From an optimization exercise on the open Yosys and OpenROAD flow, aimed at a short achievable clock period and few clock cycles; shortcuts taken in it are not production practice. Only simulation tests tie the RTL to the original design; equivalence was not proved. No activity file was given, so power comes from the tool's default toggle rates.

--- flow/design.v ---
`timescale 1ns/1ns
module ks_add #(parameter W = 32) (input [W-1:0] a, b, input cin, output [W-1:0] s, output cout);
	reg [W-1:0] g, p, ng, np, c;
	integer d, i;
	always @(*) begin
		g = a & b;
		p = a ^ b;
		for (d = 1; d < W; d = d * 2) begin
			ng = g; np = p;
			for (i = d; i < W; i = i + 1) begin
				ng[i] = g[i] | (p[i] & g[i-d]);
				np[i] = p[i] & p[i-d];
			end
			g = ng; p = np;
		end
		c[0] = cin;
		for (i = 1; i < W; i = i + 1) c[i] = g[i-1] | (p[i-1] & cin);
	end
	assign s = a ^ b ^ c;
	assign cout = g[W-1] | (p[W-1] & cin);
endmodule
module rf_read(input [991:0] r, input [31:1] oh, output reg [31:0] q);
	integer k;
	always @(*) begin
		q = 32'd0;
		for (k = 1; k < 32; k = k + 1)
			q = q | (r[32*(k-1) +: 32] & {32{oh[k]}});
	end
endmodule
module br_target(input [31:0] pc4, input [15:0] imm, output [31:0] t);
	wire [15:0] lo;
	wire        c;
	ks_add #(16) u_lo (.a(pc4[17:2]), .b(imm), .cin(1'b0), .s(lo), .cout(c));
	wire [13:0] hi   = pc4[31:18];
	wire [13:0] hi_p = hi + 14'd1;
	wire [13:0] hi_m = hi - 14'd1;
	wire        s0 = c == imm[15];
	wire        sp = c & ~imm[15];
	wire        sm = ~c & imm[15];
	assign t = {({14{s0}} & hi) | ({14{sp}} & hi_p) | ({14{sm}} & hi_m), lo, pc4[1:0]};
endmodule
module alu(input [31:0] a, b, link, input s_add, s_sub, s_and, s_or, s_xor, s_slt, s_link,
	output [31:0] res, output [31:0] sum);
	wire [31:0] dif;
	wire        c;
	ks_add #(32) u_add (.a(a), .b(b),  .cin(1'b0), .s(sum), .cout());
	ks_add #(32) u_sub (.a(a), .b(~b), .cin(1'b1), .s(dif), .cout(c));
	assign res = ({32{s_add}} & sum) | ({32{s_sub}} & dif) |
	             ({32{s_and}} & (a & b)) | ({32{s_or}} & (a | b)) |
	             ({32{s_xor}} & (a ^ b)) | {31'd0, s_slt & ~c} |
	             ({32{s_link}} & link);
endmodule
module MIPS(input clk, rst,
	output [31:0] imem_addr, input [31:0] imem_data,
	output [31:0] dmem_addr, output [31:0] dmem_wdata, output dmem_we, input [31:0] dmem_rdata);
	localparam [5:0] OP_R = 6'd0, OP_ADDI = 6'd1, OP_SLTI = 6'd2, OP_LW = 6'd3, OP_SW = 6'd4,
	                 OP_BEQ = 6'd5, OP_J = 6'd6, OP_JR = 6'd7, OP_JAL = 6'd8;
	reg  [31:0] pc;
	reg  [31:0] ras;               
	reg  [31:0] regs [1:31];
	reg         d_valid;
	reg  [31:0] d_ir, d_pc4, d_pred;
	reg  [31:1] d_rsoh, d_rtoh;    
	reg         x_valid;
	reg  [4:0]  x_dst;
	reg         x_we, x_lw, x_sw, x_beq, x_jr;
	reg  [15:0] x_imm;
	reg  [31:0] x_pc4, x_pred;
	reg  [31:0] x_a, x_b, x_o;     
	reg         x_rAdd, x_rSub, x_rAnd, x_rOr, x_rXor, x_rSlt, x_rLink;
	reg         m_we, m_lw;
	reg  [4:0]  m_dst;
	reg  [31:0] m_res;
	reg  [31:0] m_addr, m_sdata;   
	reg         m_sw;
	wire [31:0] r_add, x_res;
	alu u_alu (.a(x_a), .b(x_o), .link(x_pc4), .s_add(x_rAdd), .s_sub(x_rSub), .s_and(x_rAnd),
		.s_or(x_rOr), .s_xor(x_rXor), .s_slt(x_rSlt), .s_link(x_rLink), .res(x_res), .sum(r_add));
	wire        x_eq   = x_a == x_b;
	wire        x_jrok = x_a == x_pred;
	wire [31:0] x_btarget;
	ks_add #(30) u_xbt (.a(x_pc4[31:2]), .b({{14{x_imm[15]}}, x_imm}), .cin(1'b0), .s(x_btarget[31:2]), .cout());
	assign x_btarget[1:0] = x_pc4[1:0];
	wire        xr = x_valid & ((x_beq & x_eq) | (x_jr & ~x_jrok));
	wire [31:0] xr_pc = ({32{x_jr}} & x_a) | ({32{~x_jr}} & x_btarget);
	wire [31:0] m_wdata = ({32{m_lw}} & dmem_rdata) | ({32{~m_lw}} & m_res);
	wire [5:0]  d_op   = d_ir[31:26];
	wire [4:0]  d_rs   = d_ir[25:21];
	wire [4:0]  d_rt   = d_ir[20:16];
	wire [4:0]  d_rd   = d_ir[15:11];
	wire [5:0]  d_func = d_ir[5:0];
	wire [15:0] d_imm  = d_ir[15:0];
	wire d_isR    = d_op == OP_R;
	wire d_isBeq  = d_op == OP_BEQ;
	wire d_bsame  = d_isBeq & (d_rs == d_rt);       
	wire d_useimm = d_op == OP_ADDI | d_op == OP_SLTI | d_op == OP_LW | d_op == OP_SW;
	wire d_uses_rs = d_isR | d_useimm | (d_isBeq & ~d_bsame) | d_op == OP_JR;
	wire d_uses_rt = d_isR | d_op == OP_SW | (d_isBeq & ~d_bsame);
	wire d_isJal  = d_op == OP_JAL;
	reg  [4:0]  d_dst;
	reg         d_we;
	always @(*) begin
		d_dst = 5'd0; d_we = 1'b0;
		case (d_op)
			OP_R:                    begin d_dst = d_rd;  d_we = 1'b1; end
			OP_ADDI, OP_SLTI, OP_LW: begin d_dst = d_rt;  d_we = 1'b1; end
			OP_JAL:                  begin d_dst = 5'd31; d_we = 1'b1; end
			default: ;
		endcase
		if (d_dst == 5'd0) d_we = 1'b0;
	end
	wire [991:0] rflat;
	genvar gi;
	generate for (gi = 1; gi < 32; gi = gi + 1) begin : g_rf
		assign rflat[32*(gi-1) +: 32] = regs[gi];
	end endgenerate
	wire [31:0] d_a, d_b;
	rf_read u_rfa (.r(rflat), .oh(d_rsoh), .q(d_a));
	rf_read u_rfb (.r(rflat), .oh(d_rtoh), .q(d_b));
	wire xwe = x_we & x_valid;
	wire a_fx = xwe & d_rs == x_dst;
	wire a_fm = ~a_fx & m_we & d_rs == m_dst;
	wire a_fr = ~a_fx & ~a_fm;
	wire b_fx = xwe & d_rt == x_dst;
	wire b_fm = ~b_fx & m_we & d_rt == m_dst;
	wire b_fr = ~b_fx & ~b_fm;
	wire a_fl = a_fm & m_lw, a_fa = a_fm & ~m_lw;
	wire b_fl = b_fm & m_lw, b_fa = b_fm & ~m_lw;
	wire [31:0] d_av = ({32{a_fx}} & x_res) | ({32{a_fa}} & m_res) | ({32{a_fl}} & dmem_rdata) |
	                   ({32{a_fr}} & d_a);
	wire [31:0] d_bv = ({32{b_fx}} & x_res) | ({32{b_fa}} & m_res) | ({32{b_fl}} & dmem_rdata) |
	                   ({32{b_fr}} & d_b);
	wire [31:0] d_ov = ({32{~d_useimm & b_fx}} & x_res) | ({32{~d_useimm & b_fa}} & m_res) |
	                   ({32{~d_useimm & b_fl}} & dmem_rdata) | ({32{~d_useimm & b_fr}} & d_b) |
	                   ({32{d_useimm}} & {{16{d_imm[15]}}, d_imm});
	wire stall = d_valid & ~xr & xwe & x_lw &
	             ((d_uses_rs & d_rs == x_dst) | (d_uses_rt & d_rt == x_dst));
	wire dr = d_valid & ~xr & d_bsame;
	wire [31:0] dr_pc;
	br_target u_dbt (.pc4(d_pc4), .imm(d_imm), .t(dr_pc));
	wire [5:0]  f_op   = imem_data[31:26];
	wire        f_jump = f_op == OP_J | f_op == OP_JAL;
	wire        f_isJr = f_op == OP_JR;
	wire [31:0] f_pc4  = pc + 32'd4;
	wire [31:0] f_jtarget = {f_pc4[31:28], imem_data[25:0], 2'b00};
	wire        f_go = ~xr & ~dr & ~stall;
	wire [31:0] early_pc = xr ? xr_pc : dr ? dr_pc : pc;
	wire s_e = ~f_go;
	wire s_j = f_go & f_jump;
	wire s_r = f_go & f_isJr;
	wire s_n = f_go & ~f_jump & ~f_isJr;
	wire [31:0] f_next = ({32{s_e}} & early_pc) | ({32{s_j}} & f_jtarget) |
	                     ({32{s_r}} & ras) | ({32{s_n}} & f_pc4);
	always @(posedge clk) begin
		if (rst) pc <= 32'd0;
		else     pc <= f_next;
	end
	always @(posedge clk) begin
		if (rst)                    ras <= 32'd0;
		else if (d_valid & d_isJal) ras <= d_pc4;
	end
	integer k;
	always @(posedge clk) begin
		if (rst | xr | dr) d_valid <= 1'b0;
		else if (~stall)   d_valid <= 1'b1;
		if (~stall) begin
			d_ir   <= imem_data;
			d_pc4  <= f_pc4;
			d_pred <= ras;
			for (k = 1; k < 32; k = k + 1) begin
				d_rsoh[k] <= imem_data[25:21] == k[4:0];
				d_rtoh[k] <= imem_data[20:16] == k[4:0];
			end
		end
	end
	always @(posedge clk) begin
		x_valid <= d_valid & ~rst & ~xr & ~stall;
		x_dst  <= d_dst;
		x_we   <= d_we;
		x_lw   <= d_op == OP_LW;
		x_sw   <= d_op == OP_SW;
		x_beq  <= d_isBeq & ~d_bsame;
		x_jr   <= d_op == OP_JR;
		x_imm  <= d_imm;
		x_pc4  <= d_pc4;
		x_pred <= d_pred;
		x_a    <= d_av;
		x_b    <= d_bv;
		x_o    <= d_ov;
		x_rSub <= d_isR & d_func == 6'd1;
		x_rAnd <= d_isR & d_func == 6'd2;
		x_rOr  <= d_isR & d_func == 6'd3;
		x_rXor <= d_isR & d_func == 6'd4;
		x_rSlt <= (d_isR & d_func == 6'd5) | d_op == OP_SLTI;
		x_rLink <= d_isJal;
		x_rAdd <= ~((d_isR & (d_func == 6'd1 | d_func == 6'd2 | d_func == 6'd3 | d_func == 6'd4 |
		                      d_func == 6'd5)) | d_op == OP_SLTI | d_isJal);
	end
	always @(posedge clk) begin
		m_we    <= xwe & ~rst;
		m_lw    <= x_lw;
		m_dst   <= x_dst;
		m_res   <= x_res;
		m_sw    <= x_sw & x_valid & ~rst;
		m_addr  <= r_add;
		m_sdata <= x_b;
	end
	assign imem_addr  = pc;
	assign dmem_addr  = m_addr;
	assign dmem_wdata = m_sdata;
	assign dmem_we    = m_sw;
	reg rst_q;
	always @(posedge clk) rst_q <= rst;
	integer i;
	always @(posedge clk) begin
		if (rst_q) begin
			for (i = 1; i < 32; i = i + 1) regs[i] <= 32'd0;
		end else if (m_we) begin
			regs[m_dst] <= m_wdata;
		end
	end
endmodule
--- flow/flow/run.sh ---
#!/bin/bash
# Layout flow: the standard flow (its synthesis unchanged), with
# repair_timing aiming for setup slack beyond the design's clock period and
# the port buffers made from buf cells that the resizer can size.
set -o pipefail
bash standard.sh SETUP_SLACK_MARGIN=7.3 "BUFFER_PORTS_ARGS=-buffer_cell sky130_fd_sc_hd__buf_8" finish > standard.log 2>&1
--- flow/standard.sh ---
#!/bin/bash
# synth_recipe.tcl (not shown) runs the flow's synth.tcl, then flattens the netlist and writes it again
# the make line also repeats each setting of config.mk as NAME=value (left out here)
make -C /OpenROAD-flow-scripts/flow DESIGN_CONFIG=/design/flow/config.mk WORK_HOME=/design/flow/orfs CLKGATE_MAP_FILE= SYNTH_SCRIPT=/design/flow/synth_recipe.tcl "${@:-finish}"
--- flow/config.mk ---
export PLATFORM = sky130hd
export DESIGN_NAME = MIPS
export DESIGN_NICKNAME = MIPS
export VERILOG_FILES = /design/flow/design.v
export SDC_FILE = /design/flow/constraint.sdc
export NUM_CORES = 4
export LEC_CHECK = 0
export ABC_CLOCK_PERIOD_IN_PS = 1000
export CAP_MARGIN = 20
export CORE_MARGIN = 2
export CORE_UTILIZATION = 30
export SLEW_MARGIN = 20
export SYNTH_HIERARCHICAL = 1
--- flow/constraint.sdc ---
create_clock -name core_clock -period 10.5 [get_ports {clk}]
set_input_delay 2.1000 -clock core_clock [delete_from_list [all_inputs] [get_ports {clk}]]
set_output_delay 2.1000 -clock core_clock [all_outputs]
set_load 0.01 [all_outputs]
==> run_results.csv, run 1 <==
group,metric,value,unit
final_layout,final_nets,7032,
clock_network,clock_sinks,1514,
run_status,outcome,"finished clean",
final_layout,syn2layout_area_growth,20.4,%
critical_path,cpLargestDelayFamily,"flip-flops",
placed_design,port_buffers,162,
critical_path,critPathSlowestCell,"dfxtp_4",
critical_path,r2r-end,"x_a[31]",
power_and_ir_drop,max-vdd-ir-drop,191,uV
detailed_routing,drc,0,
die,placementRows,181,
timing,tightestPinTransition,1110,ps
grt,grt_max_degree,70,
timing,layout_min_cycle_time,3480,ps
grt,grt_pass1_vias,57446,
timing,clock_skew,39.4,ps
clock_network,clock_latency,830,ps
timing,slew_headroom,0.256,
die,ios,163,
logic_synthesis,syn_area_per_cell,11.1,um^2
grt,grt_pass1_wl,440000,um
timing,timing.final.crit_share,0.331,
critical_path,path_class,"register to output port",
grt,overflow,0,
detailed_routing,wirelength,323000,um
timing,tns,0,ps
critical_path,worst-path-max-fanout,1,
detailed_routing,drtIter0Drc,10895,
critical_path,cpPeakStageDelay,430,ps
final_layout,drive_gt1_frac,0.196,
grt,track_usage,0.246,
timing,finalHoldViolCount,0,
logic_synthesis,syn-cell-area,73400,um^2
critical_path,cp_num_cells,1,
die,die_x,498,um
critical_path,ff2ff_setup_slack,7120,ps
detailed_routing,post_drt_wl_per_cell,31.9,um
clock_network,numCtsBuffers,156,
critical_path,required,8400,ps
power_and_ir_drop,leakage,32.4,nW
timing,rsz0062_at_grt,"yes",
timing,clock.fmax,0.288,GHz
die,die_h,498,um
critical_path,crit_path_end_kind,"output port",
critical_path,setup.worst_path.start_class,"register",
placed_design,hpwlAfterDp,203000,um
die,start_util,0.302,
critical_path,reg2reg_from,"d_rsoh[7]",
clock_network,max-clock-path-buffers,3,
timing,finalMaxSlewViolations,0,
clock_network,clk_pin_slew,70,ps
clock_network,htreeDepth,4,
die,fp.coreArea,243000,um^2
detailed_routing,num_vias,61481,
critical_path,reg2reg_depth,7,
detailed_routing,via_per_inst,6.07,
min_path,hold_path.class,"register to register",
grt,antenna_found_initial,48,
critical_path,path_buf_inv,1,
placed_design,placed_cell_area,79300,um^2
die,die_area,248000,um^2
final_layout,largest-register,"regs",
clock_network,cts_tree,"built",
critical_path,cp.arrival,1380,ps
power_and_ir_drop,finalPower,16.6,mW
detailed_routing,postRouteAntennaNets,0,
job,max_cap_violations,0,
final_layout,fin_area,88300,um^2
final_layout,largest_reg_flops,992,
clock_network,clockRootBuffer,"clkbuf_16",
timing,finalSetupViolations,0,
critical_path,cp-endpoint,"dmem_wdata[31]",
detailed_routing,drt-pass1-iter-count,8,
critical_path,crit_chain,"buf_8",
clock_network,hold_buffers,0,
power_and_ir_drop,power_density,188,nW/um^2
logic_synthesis,synthCells,6636,
placed_design,gp_congestion,0.943,
critical_path,worstSetupStartpoint,"m_sdata[31]",
logic_synthesis,yosysWarnings,11,
-- stage by stage --
| step | cells | hold slack, ps | util | setup WS, ps |
|---|---|---|---|---|
| 2_1_floorplan | 6643 | 323 | - | 6860 |
| 3_3_place_gp | 9648 | 325 | 0.326 | 5840 |
| 3_5_place_dp | 9648 | 330 | 0.326 | 5780 |
| 4_1_cts | 10036 | 348 | 0.356 | 6980 |
| 5_1_grt | 10112 | 359 | 0.363 | 7010 |
| 6_report | 10127 | 351 | 0.363 | 7020 |
-- power breakdown --
part	internal (mW)	total [mW]	switching, mW
registers	6.80	7.18	0.375
clock network	3.12	5.62	2.50
logic	1.23	3.80	2.57
-- layer usage --
layer,vias up,track usage,part of all wire
li1,25414,-,-
met1,30429,0.313,0.37
met2,4725,0.363,0.42
met3,875,0.0841,0.14
met4,38,0.141,0.068
met5,-,0.000965,0.0014
-- area by class of cell --
type	instances	area (um^2)
Inverter	140	543
Sequential cell	1514	42200
Antenna cell	20	50.0
Timing Repair Buffer	513	5660
Multi-Input combinational cell	4458	30900
Tap cell	3202	4010
Clock inverter	78	822
Fill cell	23587	155000
Clock buffer	202	4170
-- how the worst min path moves through the flow --
stage                  end  startpoint  cells after the start  slack [ps]
2_1_floorplan    x_pred[0]   d_pred[0]                      0         320
3_3_place_gp    x_pred[17]  d_pred[17]                      0         330
3_5_place_dp    x_pred[17]  d_pred[17]                      0         330
4_1_cts         x_pred[13]  d_pred[13]                      0         350
5_1_grt        m_sdata[11]     x_b[11]                      0         360
6_report        x_pred[20]  d_pred[20]                      0         350
-- cells in the final DEF (no fill, tap or decap), drive strengths merged, types with 11 or more instances in the layout --
cell / count
a22oi: 867
nand2b: 47
o21a: 34
o21ai: 171
a222oi: 65
clkbuf: 214
xor2: 118
diode: 20
mux2: 32
o21bai: 13
o211ai: 29
bufinv: 12
a31oi: 34
nor3: 48
o31ai: 11
nand2: 352
nor2: 1156
and3: 21
dfxtp: 364
a211oi: 13
nand3: 208
nand4: 177
inv: 147
clkinv: 54
nor4: 35
buf: 499
mux2i: 107
xnor2: 100
edfxtp: 1150
nand3b: 12
a221oi: 70
a21o: 59
conb: 11
a21oi: 201
or4: 69
ha: 179
a22o: 88
-- timing repair --
item / 4_1_cts / 5_1_grt
setup endpoints to repair: 830 / 566
resized for setup: 353 / 233
setup buffers: 100 / 58
cloned: 8 / 13
pin swaps: 48 / 105
Testbench counts, summed over its fixed seeds: cycles 73,030.
==> inputs of run 2 (changes only) <==
--- a/flow/design.v
+++ b/flow/design.v
@@ -167,10 +167,10 @@
 			d_ir   <= imem_data;
 			d_pc4  <= f_pc4;
 			d_pred <= ras;
-			for (k = 1; k < 32; k = k + 1) begin
-				d_rsoh[k] <= imem_data[25:21] == k[4:0];
-				d_rtoh[k] <= imem_data[20:16] == k[4:0];
-			end
+		end
+		for (k = 1; k < 32; k = k + 1) begin
+			d_rsoh[k] <= (stall ? d_rs : imem_data[25:21]) == k[4:0];
+			d_rtoh[k] <= (stall ? d_rt : imem_data[20:16]) == k[4:0];
 		end
 	end
 	always @(posedge clk) begin
--- a/flow/config.mk
+++ b/flow/config.mk
@@ -8,6 +8,6 @@
 export ABC_CLOCK_PERIOD_IN_PS = 1000
 export CAP_MARGIN = 20
 export CORE_MARGIN = 2
-export CORE_UTILIZATION = 30
+export CORE_UTILIZATION = 40
 export SLEW_MARGIN = 20
 export SYNTH_HIERARCHICAL = 1
==> run 2 against run 1 <==
Flip-flop and latch count did not move. Fmax rose by 1.1%. Sequential share of layout area fell by 0.52 points. Still clean on timing, DRC and antenna. Combinational power rose by 2%. Critical path depth did not move.
==> run_results.csv, run 2 <==
group,metric,value,unit
placed_design,hpwlAfterDp,204000,um
detailed_routing,wirelength,322000,um
detailed_routing,route.met3.wl,45800,um
logic_synthesis,synthCells,6868,
run_status,outcome,"finished clean",
logic_synthesis,syn_area_per_cell,10.8,um^2
detailed_routing,post_drt_wl_per_cell,33.6,um
clock_network,clockRootBuffer,"clkbuf_16",
detailed_routing,drtIter0Drc,10337,
die,die_area,189000,um^2
timing,timing.final.crit_share,0.328,
critical_path,setup.worst_path.start_class,"register",
timing,tns,0,ps
grt,grt_max_degree,65,
timing,finalMaxSlewViolations,0,
final_layout,largest_reg_flops,992,
final_layout,final_nets,7222,
power_and_ir_drop,finalPower,16.7,mW
clock_network,cts_tree,"built",
logic_synthesis,syn-cell-area,74000,um^2
die,placementRows,157,
detailed_routing,met2_length,135000,um
power_and_ir_drop,max-vdd-ir-drop,145,uV
clock_network,clock_latency,850,ps
critical_path,cpLargestDelayFamily,"flip-flops",
placed_design,gp_congestion,1.02,
grt,overflow,0,
min_path,hold_path.class,"register to register",
grt,antenna_found_initial,46,
timing,clock_skew,37.2,ps
detailed_routing,num_vias,62008,
critical_path,required,8400,ps
critical_path,cp.arrival,1340,ps
detailed_routing,topRoutingLayerUsed,"met5",
power_and_ir_drop,power_density,190,nW/um^2
placed_design,port_buffers,162,
detailed_routing,drt-pass1-iter-count,9,
logic_synthesis,yosysWarnings,11,
critical_path,cpPeakStageDelay,390,ps
grt,track_usage,0.331,
critical_path,critPathSlowestCell,"dfxtp_4",
die,fp.coreArea,183000,um^2
final_layout,layout_common_cells,"1,181 x nor2_1, 1,088 x edfxtp_1, 858 x a22oi_1",
timing,tightestPinTransition,1030,ps
final_layout,layout_commonest_cell,"nor2_1",
grt,grt_pass1_wl,440000,um
timing,rsz0062_at_grt,"yes",
die,start_util,0.403,
die,die_x,434,um
detailed_routing,m1WireLength,118000,um
die,die_h,434,um
timing,layout_min_cycle_time,3440,ps
clock_network,max-clock-path-buffers,3,
clock_network,htreeDepth,4,
detailed_routing,drc,0,
timing,finalHoldViolCount,0,
timing,finalSetupViolations,0,
final_layout,drive_gt1_frac,0.196,
clock_network,clk_pin_slew,60,ps
timing,whs,338,ps
critical_path,worst-path-max-fanout,2,
timing,slew_headroom,0.311,
final_layout,syn2layout_area_growth,18.8,%
critical_path,path_class,"register to output port",
clock_network,clock_sinks,1514,
critical_path,crit_chain,"buf_8",
timing,clock.fmax,0.291,GHz
final_layout,largest-register,"regs",
clock_network,hold_buffers,0,
critical_path,crit_path_end_kind,"output port",
die,ios,163,
job,max_cap_violations,0,
clock_network,numCtsBuffers,162,
detailed_routing,via_per_inst,6.47,
grt,grt_pass1_vias,57604,
power_and_ir_drop,leakage,32.9,nW
critical_path,path_buf_inv,1,
detailed_routing,postRouteAntennaNets,0,
## run 2: cell types whose count changed in the layout (fill, tap and decap cells not counted), sizes merged, moves of 15 or more
cell | previous run | this run
dfxtp | 364 | 426
edfxtp | 1150 | 1088
nand2 | 352 | 402
nor2 | 1156 | 1196
a21oi | 201 | 239
mux2 | 32 | 70
o21ai | 171 | 194
a21o | 59 | 40
o211ai | 29 | 12
xnor2 | 100 | 85
xor2 | 118 | 133
## run 2: final timing paths
kind / start / endpoint / slack, ps / cells past startpoint
setup reg to reg: d_rtoh[2] / x_o[0] / 7070 / 9
hold reg to reg: d_pred[20] / x_pred[20] / 340 / 0
hold / removal: d_pred[20] / x_pred[20] / 340 / 0
setup / recovery: pc[1] / imem_addr[1] / 7060 / 1
## run 2: metrics by stage
step,instance area [um^2],instances,setup WS (ps),utilization
CTS,86800,9523,7020,0.473
finish,88000,9586,7060,0.479
global placement,78800,9104,5540,0.430
floorplan,74200,6875,6830,-
global route,87900,9569,6990,0.479
detailed placement,78900,9105,5430,0.430
## run 2: metal layers
metal,GRT usage,up-vias
li1,-,26002
met1,0.426,30694
met2,0.470,4393
met3,0.122,869
met4,0.200,50
met5,0,-
## run 2: power by group
group,switching [mW],internal [mW],total (mW)
combinational,2.56,1.31,3.87
clock,2.52,3.18,5.71
sequential,0.363,6.77,7.13
total,5.45,11.3,16.7
## run 2: area by class of cell
type	count	area, um^2
multi-input cells	4641	32100
diodes	17	42.5
flip-flops and latches	1514	41600
fillers	16497	95500
inverters	154	588
clock inverters	85	761
clock buffers	211	4420
well taps	2464	3080
repair buffers	500	5340
## run 2: what timing repair did
item                                    CTS  global route
pin swaps                                89            65
setup buffers                           119            43
gates cloned                              3             3
resized for setup                       453           171
endpoints found under the setup margin  935           462
Testbench counts of run 2, summed over its fixed seeds: cycles 73,030.
==> inputs of run 3 (changes only) <==
--- a/flow/design.v
+++ b/flow/design.v
@@ -58,7 +58,15 @@
 	reg  [31:0] pc;
 	reg  [31:0] ras;               
 	reg  [31:0] regs [1:31];
+	reg  [3:0]  bt_v;
+	reg  [7:0]  bt_tag [0:3];
+	reg  [31:0] bt_tgt [0:3];
+	reg  [1:0]  bt_ctr [0:3];
 	reg         d_valid;
+	reg         d_bp;              
+	reg  [31:0] d_bpt;
+	reg  [1:0]  d_bidx;
+	reg  [7:0]  d_btag;
 	reg  [31:0] d_ir, d_pc4, d_pred;
 	reg  [31:1] d_rsoh, d_rtoh;    
 	reg         x_valid;
@@ -68,6 +76,11 @@
 	reg  [31:0] x_pc4, x_pred;
 	reg  [31:0] x_a, x_b, x_o;     
 	reg         x_rAdd, x_rSub, x_rAnd, x_rOr, x_rXor, x_rSlt, x_rLink;
+	reg         x_bany, x_bsame;   
+	reg         x_bp;
+	reg  [31:0] x_bpt, x_btarget;
+	reg  [1:0]  x_bidx;
+	reg  [7:0]  x_btag;
 	reg         m_we, m_lw;
 	reg  [4:0]  m_dst;
 	reg  [31:0] m_res;
@@ -78,11 +91,12 @@
 		.s_or(x_rOr), .s_xor(x_rXor), .s_slt(x_rSlt), .s_link(x_rLink), .res(x_res), .sum(r_add));
 	wire        x_eq   = x_a == x_b;
 	wire        x_jrok = x_a == x_pred;
-	wire [31:0] x_btarget;
-	ks_add #(30) u_xbt (.a(x_pc4[31:2]), .b({{14{x_imm[15]}}, x_imm}), .cin(1'b0), .s(x_btarget[31:2]), .cout());
-	assign x_btarget[1:0] = x_pc4[1:0];
-	wire        xr = x_valid & ((x_beq & x_eq) | (x_jr & ~x_jrok));
-	wire [31:0] xr_pc = ({32{x_jr}} & x_a) | ({32{~x_jr}} & x_btarget);
+	wire        x_taken = x_bany & (x_bsame | x_eq);
+	wire        x_bpok  = x_taken & (x_bpt == x_btarget);
+	wire        xr = x_valid & ((x_bp & ~x_bpok) | (~x_bp & x_beq & x_eq) | (x_jr & ~x_jrok));
+	wire        xr_seq = x_bp & ~x_taken;
+	wire [31:0] xr_pc = ({32{x_jr}} & x_a) | ({32{~x_jr & xr_seq}} & x_pc4) |
+	                    ({32{~x_jr & ~xr_seq}} & x_btarget);
 	wire [31:0] m_wdata = ({32{m_lw}} & dmem_rdata) | ({32{~m_lw}} & m_res);
 	wire [5:0]  d_op   = d_ir[31:26];
 	wire [4:0]  d_rs   = d_ir[25:21];
@@ -135,7 +149,7 @@
 	                   ({32{d_useimm}} & {{16{d_imm[15]}}, d_imm});
 	wire stall = d_valid & ~xr & xwe & x_lw &
 	             ((d_uses_rs & d_rs == x_dst) | (d_uses_rt & d_rt == x_dst));
-	wire dr = d_valid & ~xr & d_bsame;
+	wire dr = d_valid & ~xr & d_bsame & ~d_bp;
 	wire [31:0] dr_pc;
 	br_target u_dbt (.pc4(d_pc4), .imm(d_imm), .t(dr_pc));
 	wire [5:0]  f_op   = imem_data[31:26];
@@ -145,12 +159,17 @@
 	wire [31:0] f_jtarget = {f_pc4[31:28], imem_data[25:0], 2'b00};
 	wire        f_go = ~xr & ~dr & ~stall;
 	wire [31:0] early_pc = xr ? xr_pc : dr ? dr_pc : pc;
+	wire [1:0]  f_bidx = pc[3:2];
+	wire [7:0]  f_btag = pc[11:4];
+	wire        f_bhit = bt_v[f_bidx] & bt_tag[f_bidx] == f_btag & bt_ctr[f_bidx][1];
+	wire [31:0] f_bt   = bt_tgt[f_bidx];
 	wire s_e = ~f_go;
 	wire s_j = f_go & f_jump;
-	wire s_r = f_go & f_isJr;
-	wire s_n = f_go & ~f_jump & ~f_isJr;
+	wire s_r = f_go & ~f_jump & f_isJr;
+	wire s_b = f_go & ~f_jump & ~f_isJr & f_bhit;
+	wire s_n = f_go & ~f_jump & ~f_isJr & ~f_bhit;
 	wire [31:0] f_next = ({32{s_e}} & early_pc) | ({32{s_j}} & f_jtarget) |
-	                     ({32{s_r}} & ras) | ({32{s_n}} & f_pc4);
+	                     ({32{s_r}} & ras) | ({32{s_b}} & f_bt) | ({32{s_n}} & f_pc4);
 	always @(posedge clk) begin
 		if (rst) pc <= 32'd0;
 		else     pc <= f_next;
@@ -167,10 +186,14 @@
 			d_ir   <= imem_data;
 			d_pc4  <= f_pc4;
 			d_pred <= ras;
-		end
-		for (k = 1; k < 32; k = k + 1) begin
-			d_rsoh[k] <= (stall ? d_rs : imem_data[25:21]) == k[4:0];
-			d_rtoh[k] <= (stall ? d_rt : imem_data[20:16]) == k[4:0];
+			d_bp   <= ~f_jump & ~f_isJr & f_bhit;
+			d_bpt  <= f_bt;
+			d_bidx <= f_bidx;
+			d_btag <= f_btag;
+			for (k = 1; k < 32; k = k + 1) begin
+				d_rsoh[k] <= imem_data[25:21] == k[4:0];
+				d_rtoh[k] <= imem_data[20:16] == k[4:0];
+			end
 		end
 	end
 	always @(posedge clk) begin
@@ -193,6 +216,13 @@
 		x_rXor <= d_isR & d_func == 6'd4;
 		x_rSlt <= (d_isR & d_func == 6'd5) | d_op == OP_SLTI;
 		x_rLink <= d_isJal;
+		x_bany <= d_isBeq;
+		x_bsame <= d_bsame;
+		x_bp   <= d_bp;
+		x_bpt  <= d_bpt;
+		x_btarget <= dr_pc;
+		x_bidx <= d_bidx;
+		x_btag <= d_btag;
 		x_rAdd <= ~((d_isR & (d_func == 6'd1 | d_func == 6'd2 | d_func == 6'd3 | d_func == 6'd4 |
 		                      d_func == 6'd5)) | d_op == OP_SLTI | d_isJal);
 	end
@@ -205,6 +235,25 @@
 		m_addr  <= r_add;
 		m_sdata <= x_b;
 	end
+	wire x_bmatch = bt_v[x_bidx] & bt_tag[x_bidx] == x_btag;
+	integer e;
+	always @(posedge clk) begin
+		if (rst) begin
+			bt_v <= 4'd0;
+		end else if (x_valid & x_bany) begin
+			if (x_taken) begin
+				bt_v[x_bidx]   <= 1'b1;
+				bt_tag[x_bidx] <= x_btag;
+				bt_tgt[x_bidx] <= x_btarget;
+				if (x_bmatch & (bt_tgt[x_bidx] == x_btarget))
+					bt_ctr[x_bidx] <= (bt_ctr[x_bidx] == 2'd3) ? 2'd3 : bt_ctr[x_bidx] + 2'd1;
+				else
+					bt_ctr[x_bidx] <= 2'd2;
+			end else if (x_bmatch) begin
+				bt_ctr[x_bidx] <= (bt_ctr[x_bidx] == 2'd0) ? 2'd0 : bt_ctr[x_bidx] - 2'd1;
+			end
+		end
+	end
 	assign imem_addr  = pc;
 	assign dmem_addr  = m_addr;
 	assign dmem_wdata = m_sdata;
--- a/flow/config.mk
+++ b/flow/config.mk
@@ -8,6 +8,6 @@
 export ABC_CLOCK_PERIOD_IN_PS = 1000
 export CAP_MARGIN = 20
 export CORE_MARGIN = 2
-export CORE_UTILIZATION = 40
+export CORE_UTILIZATION = 30
 export SLEW_MARGIN = 20
 export SYNTH_HIERARCHICAL = 1
==> run 3 against run 2 <==
Utilization shrank 11 points. Synthesized area increased by 12%. Combinational power up 13%. Die area is 49% higher. Via count up 9.3%. Global-route usage shrank 7.9 points. Total power grew 17%. Sequential power rose by 19%. Non-clock buffer count up 132. Largest power group unchanged. Highest routed layer unchanged.
==> run_results.csv, run 3 <==
group,metric,value,unit
run_status,outcome,"finished clean",
power_and_ir_drop,swShare,0.319,
grt,track_usage,0.252,
detailed_routing,drtIter0Drc,12337,
die,die_area,280000,um^2
final_layout,largest-register,"regs",
logic_synthesis,syn_area_per_cell,11.7,um^2
final_layout,fillers,26237,
critical_path,crit_path_end_kind,"output port",
critical_path,setup.worst_path.start_class,"register",
timing,finalSetupViolations,0,
clock_network,clockRootBuffer,"clkbuf_16",
grt,antenna_found_initial,58,
detailed_routing,drc,0,
detailed_routing,wirelength,369000,um
power_and_ir_drop,intPower,13.3,mW
final_layout,fin_area,102000,um^2
detailed_routing,postRouteAntennaNets,0,
detailed_routing,post_drt_wl_per_cell,33.3,um
power_and_ir_drop,power_density,192,nW/um^2
die,die_x,529,um
placed_design,gp_congestion,0.995,
grt,grt_pass1_wl,499000,um
timing,whs,339,ps
critical_path,path_class,"register to output port",
power_and_ir_drop,leakage,37.0,nW
final_layout,layout_common_cells,"1,361 x edfxtp_1, 1,133 x nor2_1, 851 x a22oi_1",
logic_synthesis,yosysWarnings,10,
critical_path,cpPeakStageDelay,380,ps
die,die_h,529,um
power_and_ir_drop,max-vdd-ir-drop,134,uV
detailed_routing,drt-pass1-iter-count,12,
critical_path,critPathSlowestCell,"dfxtp_4",
timing,layout_min_cycle_time,3620,ps
die,ios,163,
die,placementRows,192,
die,start_util,0.302,
clock_network,clk_pin_slew,60,ps
critical_path,required,8400,ps
clock_network,numCtsBuffers,192,
final_layout,drive_gt1_frac,0.234,
clock_network,clock_latency,890,ps
grt,overflow,0,
timing,clock.fmax,0.276,GHz
timing,rsz0062_at_grt,"yes",
final_layout,syn2layout_area_growth,22.8,%
placed_design,port_buffers,162,
clock_network,clock_sinks,1790,
detailed_routing,num_vias,67798,
job,max_cap_violations,0,
die,fp.coreArea,274000,um^2
grt,grt_max_degree,65,
critical_path,worst-path-max-fanout,3,
timing,finalHoldViolCount,0,
min_path,holdPathStages,0,
placed_design,placed_cell_area,89300,um^2
power_and_ir_drop,switching_power,6.22,mW
clock_network,cts_tree,"built",
timing,tns,0,ps
timing,clock_skew,85.0,ps
power_and_ir_drop,pwr-share-clk,0.341,
grt,grt_pass1_vias,62347,
min_path,hold_path.class,"register to register",
logic_synthesis,synthCells,7045,
timing,timing.final.crit_share,0.345,
final_layout,reg_top3,"regs: 992 flops, bt_tgt: 128 flops",
power_and_ir_drop,pwr-share-comb,0.225,
critical_path,cp.arrival,1520,ps
final_layout,final_nets,7542,
clock_network,htreeDepth,4,
critical_path,ff2ff_setup_slack,6960,ps
final_layout,layout_commonest_cell,"edfxtp_1",
power_and_ir_drop,sequentialPowerShare,0.435,
timing,tightestPinTransition,1090,ps
final_layout,largest_reg_flops,992,
detailed_routing,via_per_inst,6.11,
critical_path,crit_chain,"buf_12, buf_8",
logic_synthesis,syn-cell-area,82700,um^2
placed_design,hpwlAfterDp,235000,um
timing,slew_headroom,0.273,
clock_network,max-clock-path-buffers,4,
timing,finalMaxSlewViolations,0,
critical_path,reg2reg_depth,14,
-- run 3: power by group through the flow --
stage                     logic [mW]  clock network, mW  registers (mW)
after floorplan                 1.74                  0            8.39
after global placement          3.42                  0            8.59
after detailed placement        3.42                  0            8.60
after CTS                       3.86               6.66            8.47
after global routing            4.47               6.94            8.51
final                           4.39               6.65            8.49
-- run 3: worst max-delay path, delay by kind of cell (launching register included) --
| kind | cells | cell delay (ps) |
|---|---|---|
| flops | 1 | 380 |
| buf+inv | 2 | 250 |
-- run 3: stage by stage --
step / power (mW) / setup WS [ps] / cells / util
final: 19.5 / 6880 / 11092 / 0.371
after global routing: 19.9 / 6870 / 11060 / 0.371
after CTS: 19.0 / 6860 / 10955 / 0.361
after detailed placement: 12.0 / 5180 / 10417 / 0.326
after global placement: 12.0 / 5210 / 10414 / 0.326
after floorplan: 10.1 / 6450 / 7052 / -
-- run 3: worst paths after layout --
check / from / end
worst max-delay path: pc[2] / imem_addr[2]
worst min-delay path: d_bidx[0] / x_bidx[0]
worst max register to register: x_o[0] / x_o[30]
worst min register to register: d_bidx[0] / x_bidx[0]
-- run 3: final cells by class --
class,instances,area [um^2],area share
sequential,1790,49900,0.491
multi-input combinational,4573,33800,0.333
timing repair buffer,632,6820,0.0671
clock buffer,240,5170,0.0509
tap,3589,4490,0.0442
clock inverter,99,754,0.00743
inverter,135,538,0.00530
antenna,34,85.1,0.000838
-- run 3: layer usage --
layer	wire (um)	part of all wire	track usage
met5	185	0.00050	0
met4	26100	0.071	0.151
met3	49100	0.13	0.0832
met1	132000	0.36	0.311
met2	161000	0.44	0.380
-- run 3: repair_timing --
action | 4_1_cts | 5_1_grt
pin swaps | 130 | 132
gates resized for setup | 598 | 349
cloned | 15 | 4
hold buffers | 0 | 0
setup buffers | 184 | 97
setup endpoints to repair | 926 | 730
Testbench counts of run 3, summed over its fixed seeds: cycles 70,701.
==> inputs of run 4 (changes only) <==
--- a/flow/config.mk
+++ b/flow/config.mk
@@ -8,6 +8,6 @@
 export ABC_CLOCK_PERIOD_IN_PS = 1000
 export CAP_MARGIN = 20
 export CORE_MARGIN = 2
-export CORE_UTILIZATION = 30
+export CORE_UTILIZATION = 40
 export SLEW_MARGIN = 20
 export SYNTH_HIERARCHICAL = 1
==> run 4 against run 3 <==
Still clean. Sequential share of layout area up 0.66 points. Die area shrank 25%. Wire length down 2.2%. Global-route usage increased by 8.0 points. Clock-buffer cell count rose by 13. Utilization is 12 points higher. Final cell count decreased by 8.2%. First-iteration DRC count is 1.3% lower. Critical endpoint unchanged. Largest cell class unchanged. Highest routed layer unchanged.
==> run_results.csv, run 4 <==
group,metric,value,unit
critical_path,crit_path_end_kind,"output port",
final_layout,fin_area,100000,um^2
placed_design,placed_cell_area,88200,um^2
clock_network,numCtsBuffers,189,
final_layout,largest_reg_flops,992,
clock_network,clock_latency,880,ps
min_path,hold_path.class,"register to register",
detailed_routing,drtIter0Drc,12176,
die,start_util,0.404,
timing,layout_min_cycle_time,3580,ps
logic_synthesis,syn-cell-area,82700,um^2
timing,tns,0,ps
critical_path,required,8400,ps
placed_design,hpwlAfterDp,227000,um
timing,fin_ws,6920,ps
final_layout,final_cells,10186,
die,placementRows,166,
grt,antenna_found_initial,81,
timing,whs,297,ps
final_layout,layout_commonest_cell,"edfxtp_1",
final_layout,seq_area,49900,um^2
job,max_cap_violations,0,
detailed_routing,num_vias,67363,
die,fp.coreArea,205000,um^2
clock_network,clk_pin_slew,60,ps
critical_path,worstSetupStartpoint,"pc[2]",
timing,timing.final.crit_share,0.341,
logic_synthesis,synthCells,7045,
final_layout,fillers,17950,
placed_design,gp_congestion,1.04,
die,die_h,459,um
critical_path,cp.arrival,1480,ps
critical_path,setup.worst_path.start_class,"register",
detailed_routing,via_per_inst,6.61,
grt,overflow,0,
die,die_area,210000,um^2
final_layout,reg_top3,"regs: 992 flops, bt_tgt: 128 flops",
final_layout,utilization,0.489,
detailed_routing,drt-pass1-iter-count,10,
grt,grt_pass1_wl,492000,um
final_layout,largest-register,"regs",
final_layout,syn2layout_area_growth,21.1,%
timing,slew_headroom,0.226,
power_and_ir_drop,leakage,36.7,nW
logic_synthesis,yosysWarnings,10,
power_and_ir_drop,max-vdd-ir-drop,179,uV
timing,clock_skew,78.2,ps
clock_network,max-clock-path-buffers,3,
final_layout,drive_gt1_frac,0.227,
detailed_routing,post_drt_wl_per_cell,35.4,um
critical_path,worst-path-max-fanout,3,
grt,track_usage,0.331,
placed_design,port_buffers,162,
final_layout,layout_common_cells,"1,361 x edfxtp_1, 1,134 x nor2_1, 855 x a22oi_1",
placed_design,placedCellCount,9516,
final_layout,multi_input_area,33400,um^2
critical_path,path_class,"register to output port",
final_layout,final_nets,7527,
timing,clock.fmax,0.280,GHz
placed_design,place_ws,5430,ps
timing,rsz0062_at_grt,"yes",
detailed_routing,postRouteAntennaNets,0,
timing,finalMaxSlewViolations,0,
power_and_ir_drop,finalPower,19.6,mW
timing,tightestPinTransition,1150,ps
timing,finalSetupViolations,0,
power_and_ir_drop,power_density,195,nW/um^2
clock_network,cts_tree,"built",
clock_network,clock_sinks,1790,
detailed_routing,wirelength,361000,um
die,die_x,459,um
run_status,outcome,"finished clean",
clock_network,htreeDepth,4,
grt,grt_pass1_vias,62323,
clock_network,clockRootBuffer,"clkbuf_16",
timing,finalHoldViolCount,0,
grt,grt_max_degree,66,
min_path,hp-start,"d_bpt[27]",
detailed_routing,drc,0,
die,ios,163,
logic_synthesis,syn_area_per_cell,11.7,um^2
critical_path,reg2reg_from,"x_o[0]",
## run 4: critical path, stage by stage (launching register included)
cell     delay (ps)
dfxtp_4         380
buf_16          130
buf_8           110
## run 4: worst paths after layout
kind / endpoint / depth (start not counted) / slack [ps]
max: imem_addr[2] / 2 / 6920
min: x_bpt[27] / 0 / 300
max reg2reg: x_o[30] / 15 / 7050
min reg2reg: x_bpt[27] / 0 / 300
## run 4: final cells by class
cell class | instances | area share
diodes | 28 | 0.000699
well taps | 2688 | 0.0336
flip-flops and latches | 1790 | 0.498
repair buffers | 620 | 0.0667
clock buffers | 253 | 0.0526
clock inverters | 99 | 0.00967
inverters | 135 | 0.00551
multi-input cells | 4573 | 0.334
## run 4: report_power, final
| group | total, mW | switching (mW) | leakage [nW] | internal, mW |
|---|---|---|---|---|
| Combinational | 4.29 | 2.73 | 15.9 | 1.56 |
| Clock | 6.81 | 2.97 | 3.06 | 3.84 |
| Sequential | 8.46 | 0.432 | 17.8 | 8.03 |
## run 4: timing repair
item,CTS,global route
setup buffers,163,109
pin swaps,135,138
cloned,16,1
setup endpoints to repair,1114,465
hold buffers,0,0
resized for setup,546,282
## run 4: metal layers
layer	up-vias	wire [um]	GRT usage	part of all wire
met2	5432	153000	0.486	0.42
met1	33260	129000	0.420	0.36
li1	27372	-	-	-
met3	1229	49900	0.107	0.14
met5	-	553	0.00344	0.0015
met4	70	28900	0.215	0.080
==> inputs of run 5 (changes only) <==
--- a/flow/design.v
+++ b/flow/design.v
@@ -59,14 +59,14 @@
 	reg  [31:0] ras;               
 	reg  [31:0] regs [1:31];
 	reg  [3:0]  bt_v;
-	reg  [7:0]  bt_tag [0:3];
+	reg  [9:0]  bt_tag [0:3];
 	reg  [31:0] bt_tgt [0:3];
 	reg  [1:0]  bt_ctr [0:3];
+	reg  [1:0]  bt_rr;
 	reg         d_valid;
 	reg         d_bp;              
 	reg  [31:0] d_bpt;
-	reg  [1:0]  d_bidx;
-	reg  [7:0]  d_btag;
+	reg  [9:0]  d_btag;
 	reg  [31:0] d_ir, d_pc4, d_pred;
 	reg  [31:1] d_rsoh, d_rtoh;    
 	reg         x_valid;
@@ -79,8 +79,7 @@
 	reg         x_bany, x_bsame;   
 	reg         x_bp;
 	reg  [31:0] x_bpt, x_btarget;
-	reg  [1:0]  x_bidx;
-	reg  [7:0]  x_btag;
+	reg  [9:0]  x_btag;
 	reg         m_we, m_lw;
 	reg  [4:0]  m_dst;
 	reg  [31:0] m_res;
@@ -159,10 +158,18 @@
 	wire [31:0] f_jtarget = {f_pc4[31:28], imem_data[25:0], 2'b00};
 	wire        f_go = ~xr & ~dr & ~stall;
 	wire [31:0] early_pc = xr ? xr_pc : dr ? dr_pc : pc;
-	wire [1:0]  f_bidx = pc[3:2];
-	wire [7:0]  f_btag = pc[11:4];
-	wire        f_bhit = bt_v[f_bidx] & bt_tag[f_bidx] == f_btag & bt_ctr[f_bidx][1];
-	wire [31:0] f_bt   = bt_tgt[f_bidx];
+	wire [9:0]  f_btag = pc[11:2];
+	reg  [3:0]  f_bpv;
+	reg  [31:0] f_bt;
+	integer j;
+	always @(*) begin
+		f_bt = 32'd0;
+		for (j = 0; j < 4; j = j + 1) begin
+			f_bpv[j] = bt_v[j] & bt_tag[j] == f_btag & bt_ctr[j][1];
+			f_bt = f_bt | ({32{f_bpv[j]}} & bt_tgt[j]);
+		end
+	end
+	wire        f_bhit = |f_bpv;
 	wire s_e = ~f_go;
 	wire s_j = f_go & f_jump;
 	wire s_r = f_go & ~f_jump & f_isJr;
@@ -188,12 +195,11 @@
 			d_pred <= ras;
 			d_bp   <= ~f_jump & ~f_isJr & f_bhit;
 			d_bpt  <= f_bt;
-			d_bidx <= f_bidx;
 			d_btag <= f_btag;
-			for (k = 1; k < 32; k = k + 1) begin
-				d_rsoh[k] <= imem_data[25:21] == k[4:0];
-				d_rtoh[k] <= imem_data[20:16] == k[4:0];
-			end
+		end
+		for (k = 1; k < 32; k = k + 1) begin
+			d_rsoh[k] <= (stall ? d_rs : imem_data[25:21]) == k[4:0];
+			d_rtoh[k] <= (stall ? d_rt : imem_data[20:16]) == k[4:0];
 		end
 	end
 	always @(posedge clk) begin
@@ -221,7 +227,6 @@
 		x_bp   <= d_bp;
 		x_bpt  <= d_bpt;
 		x_btarget <= dr_pc;
-		x_bidx <= d_bidx;
 		x_btag <= d_btag;
 		x_rAdd <= ~((d_isR & (d_func == 6'd1 | d_func == 6'd2 | d_func == 6'd3 | d_func == 6'd4 |
 		                      d_func == 6'd5)) | d_op == OP_SLTI | d_isJal);
@@ -235,22 +240,28 @@
 		m_addr  <= r_add;
 		m_sdata <= x_b;
 	end
-	wire x_bmatch = bt_v[x_bidx] & bt_tag[x_bidx] == x_btag;
+	reg  [3:0] x_bm;
 	integer e;
+	always @(*) for (e = 0; e < 4; e = e + 1) x_bm[e] = bt_v[e] & bt_tag[e] == x_btag;
 	always @(posedge clk) begin
 		if (rst) begin
-			bt_v <= 4'd0;
+			bt_v  <= 4'd0;
+			bt_rr <= 2'd0;
 		end else if (x_valid & x_bany) begin
-			if (x_taken) begin
-				bt_v[x_bidx]   <= 1'b1;
-				bt_tag[x_bidx] <= x_btag;
-				bt_tgt[x_bidx] <= x_btarget;
-				if (x_bmatch & (bt_tgt[x_bidx] == x_btarget))
-					bt_ctr[x_bidx] <= (bt_ctr[x_bidx] == 2'd3) ? 2'd3 : bt_ctr[x_bidx] + 2'd1;
-				else
-					bt_ctr[x_bidx] <= 2'd2;
-			end else if (x_bmatch) begin
-				bt_ctr[x_bidx] <= (bt_ctr[x_bidx] == 2'd0) ? 2'd0 : bt_ctr[x_bidx] - 2'd1;
+			if (x_bm == 4'd0) begin
+				if (x_taken) begin
+					bt_v[bt_rr]   <= 1'b1;
+					bt_tag[bt_rr] <= x_btag;
+					bt_tgt[bt_rr] <= x_btarget;
+					bt_ctr[bt_rr] <= 2'd2;
+					bt_rr <= bt_rr + 2'd1;
+				end
+			end else begin
+				for (e = 0; e < 4; e = e + 1) if (x_bm[e]) begin
+					bt_tgt[e] <= x_btarget;
+					if (x_taken) bt_ctr[e] <= (bt_ctr[e] == 2'd3) ? 2'd3 : bt_ctr[e] + 2'd1;
+					else         bt_ctr[e] <= (bt_ctr[e] == 2'd0) ? 2'd0 : bt_ctr[e] - 2'd1;
+				end
 			end
 		end
 	end
==> run 5 against run 4 <==
Still clean. Clock power shrank 4.3%. Die area grew 0.43%. Largest cell class unchanged. Sequential share of layout area grew 0.41 points. Critical path depth grew 11. Global-route usage shrank 1.4 points. Cell area shrank 1.6%.
==> run_results.csv, run 5 <==
group,metric,value,unit
final_layout,layout_common_cells,"1,307 x edfxtp_1, 1,092 x nor2_1, 915 x a22oi_1",
die,ios,163,
detailed_routing,drtIter0Drc,12350,
power_and_ir_drop,power_density,190,nW/um^2
timing,rsz0062_at_grt,"yes",
critical_path,r2r-end,"pc[29]",
timing,clock_skew,94.8,ps
job,max_cap_violations,0,
min_path,hp-start,"d_bpt[15]",
final_layout,syn2layout_area_growth,18.6,%
critical_path,required,11250,ps
final_layout,seq_area,49500,um^2
grt,grt_pass1_vias,62181,
logic_synthesis,syn_area_per_cell,11.4,um^2
placed_design,placed_cell_area,88400,um^2
clock_network,htreeDepth,4,
final_layout,reg_top3,"regs: 992 flops, bt_tgt: 128 flops, bt_tag: 40 flops",
final_layout,largest_reg_flops,992,
die,start_util,0.402,
power_and_ir_drop,swShare,0.307,
critical_path,cp.arrival,4470,ps
final_layout,multi_input_area,33300,um^2
critical_path,setup.worst_path.start_class,"input port",
timing,tns,0,ps
final_layout,final_nets,7716,
grt,overflow,0,
power_and_ir_drop,sequentialPowerShare,0.449,
detailed_routing,post_drt_wl_per_cell,33.7,um
die,die_area,211000,um^2
final_layout,drive_gt1_frac,0.192,
die,die_x,460,um
critical_path,path_class,"input port to register",
clock_network,numCtsBuffers,190,
min_path,hold_path.class,"register to register",
power_and_ir_drop,switching_power,5.75,mW
clock_network,hold_buffers,0,
clock_network,clk_pin_slew,60,ps
power_and_ir_drop,max-vdd-ir-drop,169,uV
timing,finalSetupViolations,0,
critical_path,crit_top_cell,"buf_12",
detailed_routing,via_per_inst,6.54,
final_layout,largest-register,"regs",
critical_path,reg2reg_from,"d_pc4[5]",
timing,clock.fmax,0.269,GHz
logic_synthesis,syn-cell-area,83100,um^2
placed_design,port_buffers,162,
timing,fin_ws,6780,ps
clock_network,max-clock-path-buffers,3,
detailed_routing,drt-pass1-iter-count,10,
final_layout,layout_commonest_cell,"edfxtp_1",
critical_path,critPathSlowestCell,"or3b_4",
clock_network,cts_tree,"built",
detailed_routing,wirelength,350000,um
critical_path,crit_chain,"buf_8, or3b_4, a2111oi_4, buf_4, buf_12, nor2_4, o41ai_4, bufinv_8, buf_12, buf_12, a222oi_1, nand3_1, a32o_1",
critical_path,ff2ff_setup_slack,7060,ps
clock_network,clock_latency,880,ps
grt,track_usage,0.317,
clock_network,clock_sinks,1800,
grt,antenna_found_initial,42,
power_and_ir_drop,pwr-share-clk,0.348,
timing,finalMaxSlewViolations,0,
detailed_routing,num_vias,67795,
die,fp.coreArea,207000,um^2
detailed_routing,drc,0,
placed_design,gp_congestion,0.983,
timing,tightestPinTransition,1200,ps
min_path,holdPathStages,0,
critical_path,reg2reg_depth,15,
grt,grt_max_degree,66,
clock_network,clockRootBuffer,"clkbuf_16",
grt,grt_pass1_wl,479000,um
timing,timing.final.crit_share,0.355,
final_layout,fin_area,98600,um^2
power_and_ir_drop,leakage,37.1,nW
placed_design,hpwlAfterDp,223000,um
die,placementRows,167,
power_and_ir_drop,intPower,13.0,mW
timing,layout_min_cycle_time,3720,ps
min_path,min_to,"x_bpt[15]",
critical_path,path_buf_inv,6,
critical_path,worst-path-max-fanout,5,
detailed_routing,postRouteAntennaNets,0,
die,die_h,460,um
critical_path,cpPeakStageDelay,390,ps
timing,finalHoldViolCount,0,
critical_path,cpLargestDelayFamily,"compound AO/OA/AOI/OAI gates",
critical_path,crit_path_end_kind,"register",
final_layout,fillers,18370,
timing,slew_headroom,0.200,
logic_synthesis,synthCells,7320,
logic_synthesis,yosysWarnings,10,
run_status,outcome,"finished clean",
placed_design,place_ws,5470,ps
power_and_ir_drop,pwr-share-comb,0.203,
## run 5: power groups by stage
stage / clock, mW / sequential (mW) / combinational [mW]
detailed placement: 0 / 8.52 / 3.06
finish: 6.52 / 8.40 / 3.81
floorplan: 0 / 8.35 / 1.65
global placement: 0 / 8.50 / 3.04
global route: 6.81 / 8.43 / 3.91
CTS: 6.54 / 8.39 / 3.39
## run 5: through the flow
stage | power [mW] | hold slack [ps] | std cells | util
2_1_floorplan | 10.0 | 323 | 7326 | -
3_3_place_gp | 11.5 | 324 | 9782 | 0.427
3_5_place_dp | 11.6 | 327 | 9784 | 0.427
4_1_cts | 18.3 | 325 | 10268 | 0.469
5_1_grt | 19.1 | 339 | 10348 | 0.476
6_report | 18.7 | 322 | 10361 | 0.477
## run 5: repair_timing
| item | 4_1_cts | 5_1_grt |
|---|---|---|
| cloned | 8 | 1 |
| gates resized for setup | 427 | 172 |
| pin swaps | 117 | 122 |
| buffers inserted | 135 | 71 |
| endpoints found under the setup margin | 822 | 583 |
## run 5: layout make-up
| type | count | area share |
|---|---|---|
| well taps | 2704 | 0.0343 |
| diodes | 15 | 0.000381 |
| repair buffers | 559 | 0.0605 |
| inverters | 144 | 0.00574 |
| flip-flops and latches | 1800 | 0.502 |
| repair inverters | 1 | 0.000165 |
| multi-input cells | 4797 | 0.337 |
| clock inverters | 68 | 0.00598 |
| clock buffers | 273 | 0.0537 |
## run 5: worst max-delay path by stage
stage                  startpoint           end  slack, ps  depth (start not counted)
floorplan                     rst  bt_tgt[2][0]       6450                          3
global placement    imem_data[27]         pc[1]       5470                         10
detailed placement  imem_data[27]         pc[1]       5470                         10
CTS                 imem_data[28]         pc[1]       6820                         12
global route        imem_data[28]        pc[10]       6740                         13
finish              imem_data[28]        pc[10]       6780                         13
## run 5: worst register-to-register path, stage by stage, from the launching register on
cell and delay (ps):
edfxtp_1 470, ha_4 350, o211ai_4 100, o21ai_4 200, a31oi_4 130, o31ai_4 330, o22a_4 260, inv_2 60
ha_4 190, nor3b_4 160, a41oi_2 260, o21bai_2 190, o311ai_4 170, a22oi_2 190, o21ai_1 100, o21a_1 180
## run 5: per-layer routing
layer,GRT usage,wire length (um),vias up
li1,-,-,27881
met1,0.419,130000,33547
met2,0.476,151000,5317
met3,0.0915,46800,1018
met4,0.157,21200,32
met5,0,217,-
Testbench counts of run 5, summed over its fixed seeds: cycles 70,391.
==> inputs of run 6 (changes only) <==
--- a/flow/design.v
+++ b/flow/design.v
@@ -49,6 +49,17 @@
 	             ({32{s_and}} & (a & b)) | ({32{s_or}} & (a | b)) |
 	             ({32{s_xor}} & (a ^ b)) | {31'd0, s_slt & ~c} |
 	             ({32{s_link}} & link);
+endmodule
+module f_sel(input [5:0] op, input go, output sj, sr, so, plain);
+	wire jump = op == 6'd6 | op == 6'd8;
+	wire jr   = op == 6'd7;
+	assign sj = go & jump;
+	assign sr = go & ~jump & jr;
+	assign so = ~(sj | sr);
+	assign plain = ~jump & ~jr;
+endmodule
+module pc_mux(input sj, sr, so, input [31:0] jt, ras, base, output [31:0] q);
+	assign q = ({32{sj}} & jt) | ({32{sr}} & ras) | ({32{so}} & base);
 endmodule
 module MIPS(input clk, rst,
 	output [31:0] imem_addr, input [31:0] imem_data,
@@ -152,8 +163,6 @@
 	wire [31:0] dr_pc;
 	br_target u_dbt (.pc4(d_pc4), .imm(d_imm), .t(dr_pc));
 	wire [5:0]  f_op   = imem_data[31:26];
-	wire        f_jump = f_op == OP_J | f_op == OP_JAL;
-	wire        f_isJr = f_op == OP_JR;
 	wire [31:0] f_pc4  = pc + 32'd4;
 	wire [31:0] f_jtarget = {f_pc4[31:28], imem_data[25:0], 2'b00};
 	wire        f_go = ~xr & ~dr & ~stall;
@@ -170,13 +179,12 @@
 		end
 	end
 	wire        f_bhit = |f_bpv;
-	wire s_e = ~f_go;
-	wire s_j = f_go & f_jump;
-	wire s_r = f_go & ~f_jump & f_isJr;
-	wire s_b = f_go & ~f_jump & ~f_isJr & f_bhit;
-	wire s_n = f_go & ~f_jump & ~f_isJr & ~f_bhit;
-	wire [31:0] f_next = ({32{s_e}} & early_pc) | ({32{s_j}} & f_jtarget) |
-	                     ({32{s_r}} & ras) | ({32{s_b}} & f_bt) | ({32{s_n}} & f_pc4);
+	wire [31:0] f_seq  = ({32{f_bhit}} & f_bt) | ({32{~f_bhit}} & f_pc4);
+	wire [31:0] f_base = ({32{f_go}} & f_seq) | ({32{~f_go}} & early_pc);
+	wire        s_j, s_r, s_o, f_plain;
+	f_sel  u_fsel (.op(f_op), .go(f_go), .sj(s_j), .sr(s_r), .so(s_o), .plain(f_plain));
+	wire [31:0] f_next;
+	pc_mux u_pcm (.sj(s_j), .sr(s_r), .so(s_o), .jt(f_jtarget), .ras(ras), .base(f_base), .q(f_next));
 	always @(posedge clk) begin
 		if (rst) pc <= 32'd0;
 		else     pc <= f_next;
@@ -193,7 +201,7 @@
 			d_ir   <= imem_data;
 			d_pc4  <= f_pc4;
 			d_pred <= ras;
-			d_bp   <= ~f_jump & ~f_isJr & f_bhit;
+			d_bp   <= f_plain & f_bhit;
 			d_bpt  <= f_bt;
 			d_btag <= f_btag;
 		end
--- a/flow/config.mk
+++ b/flow/config.mk
@@ -8,6 +8,6 @@
 export ABC_CLOCK_PERIOD_IN_PS = 1000
 export CAP_MARGIN = 20
 export CORE_MARGIN = 2
-export CORE_UTILIZATION = 40
+export CORE_UTILIZATION = 30
 export SLEW_MARGIN = 20
 export SYNTH_HIERARCHICAL = 1
==> run 6 against run 5 <==
Clock-buffer cell count shrank 13. Still clean. Register-to-register slack got worse by 220 ps. Utilization fell by 11 points. Via count decreased by 1.1%. Hold slack worse by 19 ps.
==> run_results.csv, run 6 <==
group,metric,value,unit
timing,clock_skew,113,ps
min_path,hp-start,"x_b[11]",
timing,finalMaxSlewViolations,0,
clock_network,cts_tree,"built",
die,die_area,280000,um^2
final_layout,reg_top3,"regs: 992 flops, bt_tgt: 128 flops, bt_tag: 40 flops",
clock_network,hold_buffers,0,
min_path,min_to,"m_sdata[11]",
placed_design,hpwlAfterDp,231000,um
logic_synthesis,yosysWarnings,10,
grt,antenna_found_initial,44,
critical_path,crit_chain,"xnor2_2, nand4_1, nor4_4, buf_4, a31oi_4, o41a_1, o21a_4, nor2_4, nor3b_4, buf_6, o21ai_4, buf_12, buf_16, a222oi_1, inv_1, nor2b_1",
detailed_routing,postRouteAntennaNets,0,
timing,layout_min_cycle_time,3660,ps
grt,grt_pass1_vias,62654,
detailed_routing,drtIter0Drc,11607,
run_status,outcome,"finished clean",
job,max_cap_violations,0,
clock_network,max-clock-path-buffers,4,
clock_network,numCtsBuffers,197,
logic_synthesis,synthCells,7247,
final_layout,largest_reg_flops,992,
detailed_routing,drt-pass1-iter-count,11,
die,fp.coreArea,274000,um^2
die,die_x,529,um
grt,track_usage,0.244,
timing,finalSetupViolations,0,
timing,tightestPinTransition,1170,ps
timing,whs,303,ps
critical_path,cpPeakStageDelay,480,ps
critical_path,setup.worst_path.start_class,"register",
logic_synthesis,syn_area_per_cell,11.4,um^2
final_layout,largest-register,"regs",
final_layout,syn2layout_area_growth,22.4,%
power_and_ir_drop,max-vdd-ir-drop,144,uV
timing,timing.final.crit_share,0.349,
critical_path,critPathSlowestCell,"o41a_1",
detailed_routing,via_per_inst,5.91,
clock_network,clk_pin_slew,70,ps
critical_path,required,11220,ps
placed_design,port_buffers,162,
critical_path,reg2reg_depth,16,
critical_path,cp.arrival,4390,ps
timing,finalHoldViolCount,0,
power_and_ir_drop,power_density,192,nW/um^2
die,ios,163,
die,start_util,0.302,
detailed_routing,drc,0,
timing,clock.fmax,0.273,GHz
logic_synthesis,syn-cell-area,82800,um^2
min_path,hold_path.class,"register to register",
die,placementRows,192,
timing,slew_headroom,0.223,
critical_path,path_class,"register to register",
placed_design,gp_congestion,1.01,
final_layout,drive_gt1_frac,0.218,
grt,grt_max_degree,75,
timing,tns,0,ps
final_layout,layout_common_cells,"1,307 x edfxtp_1, 1,114 x nor2_1, 907 x a22oi_1",
detailed_routing,wirelength,359000,um
critical_path,ff2ff_setup_slack,6840,ps
critical_path,r2r-end,"pc[16]",
grt,grt_pass1_wl,490000,um
power_and_ir_drop,leakage,37.5,nW
die,die_h,529,um
detailed_routing,num_vias,67069,
critical_path,reg2reg_from,"x_b[23]",
critical_path,worst-path-max-fanout,8,
critical_path,crit_path_end_kind,"register",
timing,rsz0062_at_grt,"yes",
clock_network,clock_sinks,1800,
clock_network,clockRootBuffer,"clkbuf_16",
clock_network,clock_latency,920,ps
min_path,holdPathStages,0,
clock_network,htreeDepth,4,
final_layout,layout_commonest_cell,"edfxtp_1",
grt,overflow,0,
final_layout,final_nets,7724,
detailed_routing,post_drt_wl_per_cell,31.7,um
run 6: area by class of cell:
cell class / instances / area, um^2
fill: 26272 / 173000
sequential: 1800 / 49600
multi-input combinational: 4696 / 33600
timing repair buffer: 622 / 6600
clock buffer: 260 / 5360
tap: 3686 / 4610
clock inverter: 86 / 801
inverter: 181 / 723
timing repair inverter: 3 / 38.8
antenna: 14 / 35.0
run 6: report_power, final:
group,leakage [nW],internal [mW],switching [mW]
registers,17.6,8.01,0.421
clock network,3.01,3.88,2.98
logic,16.9,1.44,2.74
run 6: timing repair:
action,in CTS,in global routing
endpoints found under the setup margin,784,909
pin swaps,147,127
buffers inserted,172,110
cloned,9,10
gates resized for setup,578,254
run 6: worst max-delay path by stage:
stage / endpoint / depth (start not counted) / slack, ps / start
floorplan: bt_tgt[1][0] / 4 / 6910 / rst
global placement: d_pred[1] / 10 / 5700 / x_a[24]
detailed placement: d_pred[1] / 10 / 5620 / x_a[25]
CTS: pc[6] / 15 / 6840 / x_a[21]
global route: pc[29] / 18 / 6710 / d_ir[3]
finish: pc[16] / 16 / 6840 / x_b[23]
run 6: layer usage:
metal  vias up  GRT usage  part of all wire
met2      4795      0.363              0.43
li1      27817          -                 -
met5         -          0           0.00065
met3       933     0.0631              0.12
met1     33484      0.313              0.37
met4        40      0.160             0.077
run 6: through the flow:
step            util  area [um^2]  cells  total power [mW]  setup slack (ps)
2_1_floorplan      -        83100   7254              10.0              6910
3_3_place_gp   0.326        89300  10686              11.8              5700
3_5_place_dp   0.326        89300  10686              11.9              5620
4_1_cts        0.362        99100  11213              19.0              6840
5_1_grt        0.370       101000  11335              19.9              6710
6_report       0.370       101000  11348              19.5              6840
run 6: worst max-delay path, delay by kind of cell (launching register included):
family | cells | cell delay, ps
buf+inv | 5 | 750
xor+xnor | 1 | 130
flops | 1 | 390
simple gates | 5 | 990
compound gates | 5 | 1230
Testbench counts of run 6, summed over its fixed seeds: cycles 70,391.

==> static timing again, ports no longer ideal <==
The results above use ideal ports. As a check the final layouts listed here were re-extracted and re-timed, cells and wires unchanged.
Step 1 assumes that a clkbuf_16 drives the clock port and a buf_2 every other input.
Step 2, shift: input delay + t, output delay - t, t = (earliest + latest rising clock arrival at the registers) / 2. This alone moves slack from input paths to output paths.
a / b / c = ideal / step 1 / step 2; a / b = the first two.
| run | t, ns | setup WS [ns] | worst setup path at the end |
|---|---|---|---|
| run 1 | 0.899 | 7.023 / 6.936 / 6.409 | input to register |
| run 2 | 0.913 | 7.060 / 6.979 / 6.426 | input to register |
| run 3 | 0.948 | 6.880 / 6.778 / 6.355 | input to register |
| run 4 | 0.930 | 6.923 / 6.830 / 6.395 | input to register |
| run 5 | 0.915 | 6.777 / 6.819 / 5.903 | input to register |
| run 6 | 0.967 | 6.835 / 6.813 / 6.443 | input to register |
After both steps setup and hold are still met in every run listed. The setup slack of run 5, which loses most, moves by +0.042 ns with the drivers and by -0.874 ns with both steps.
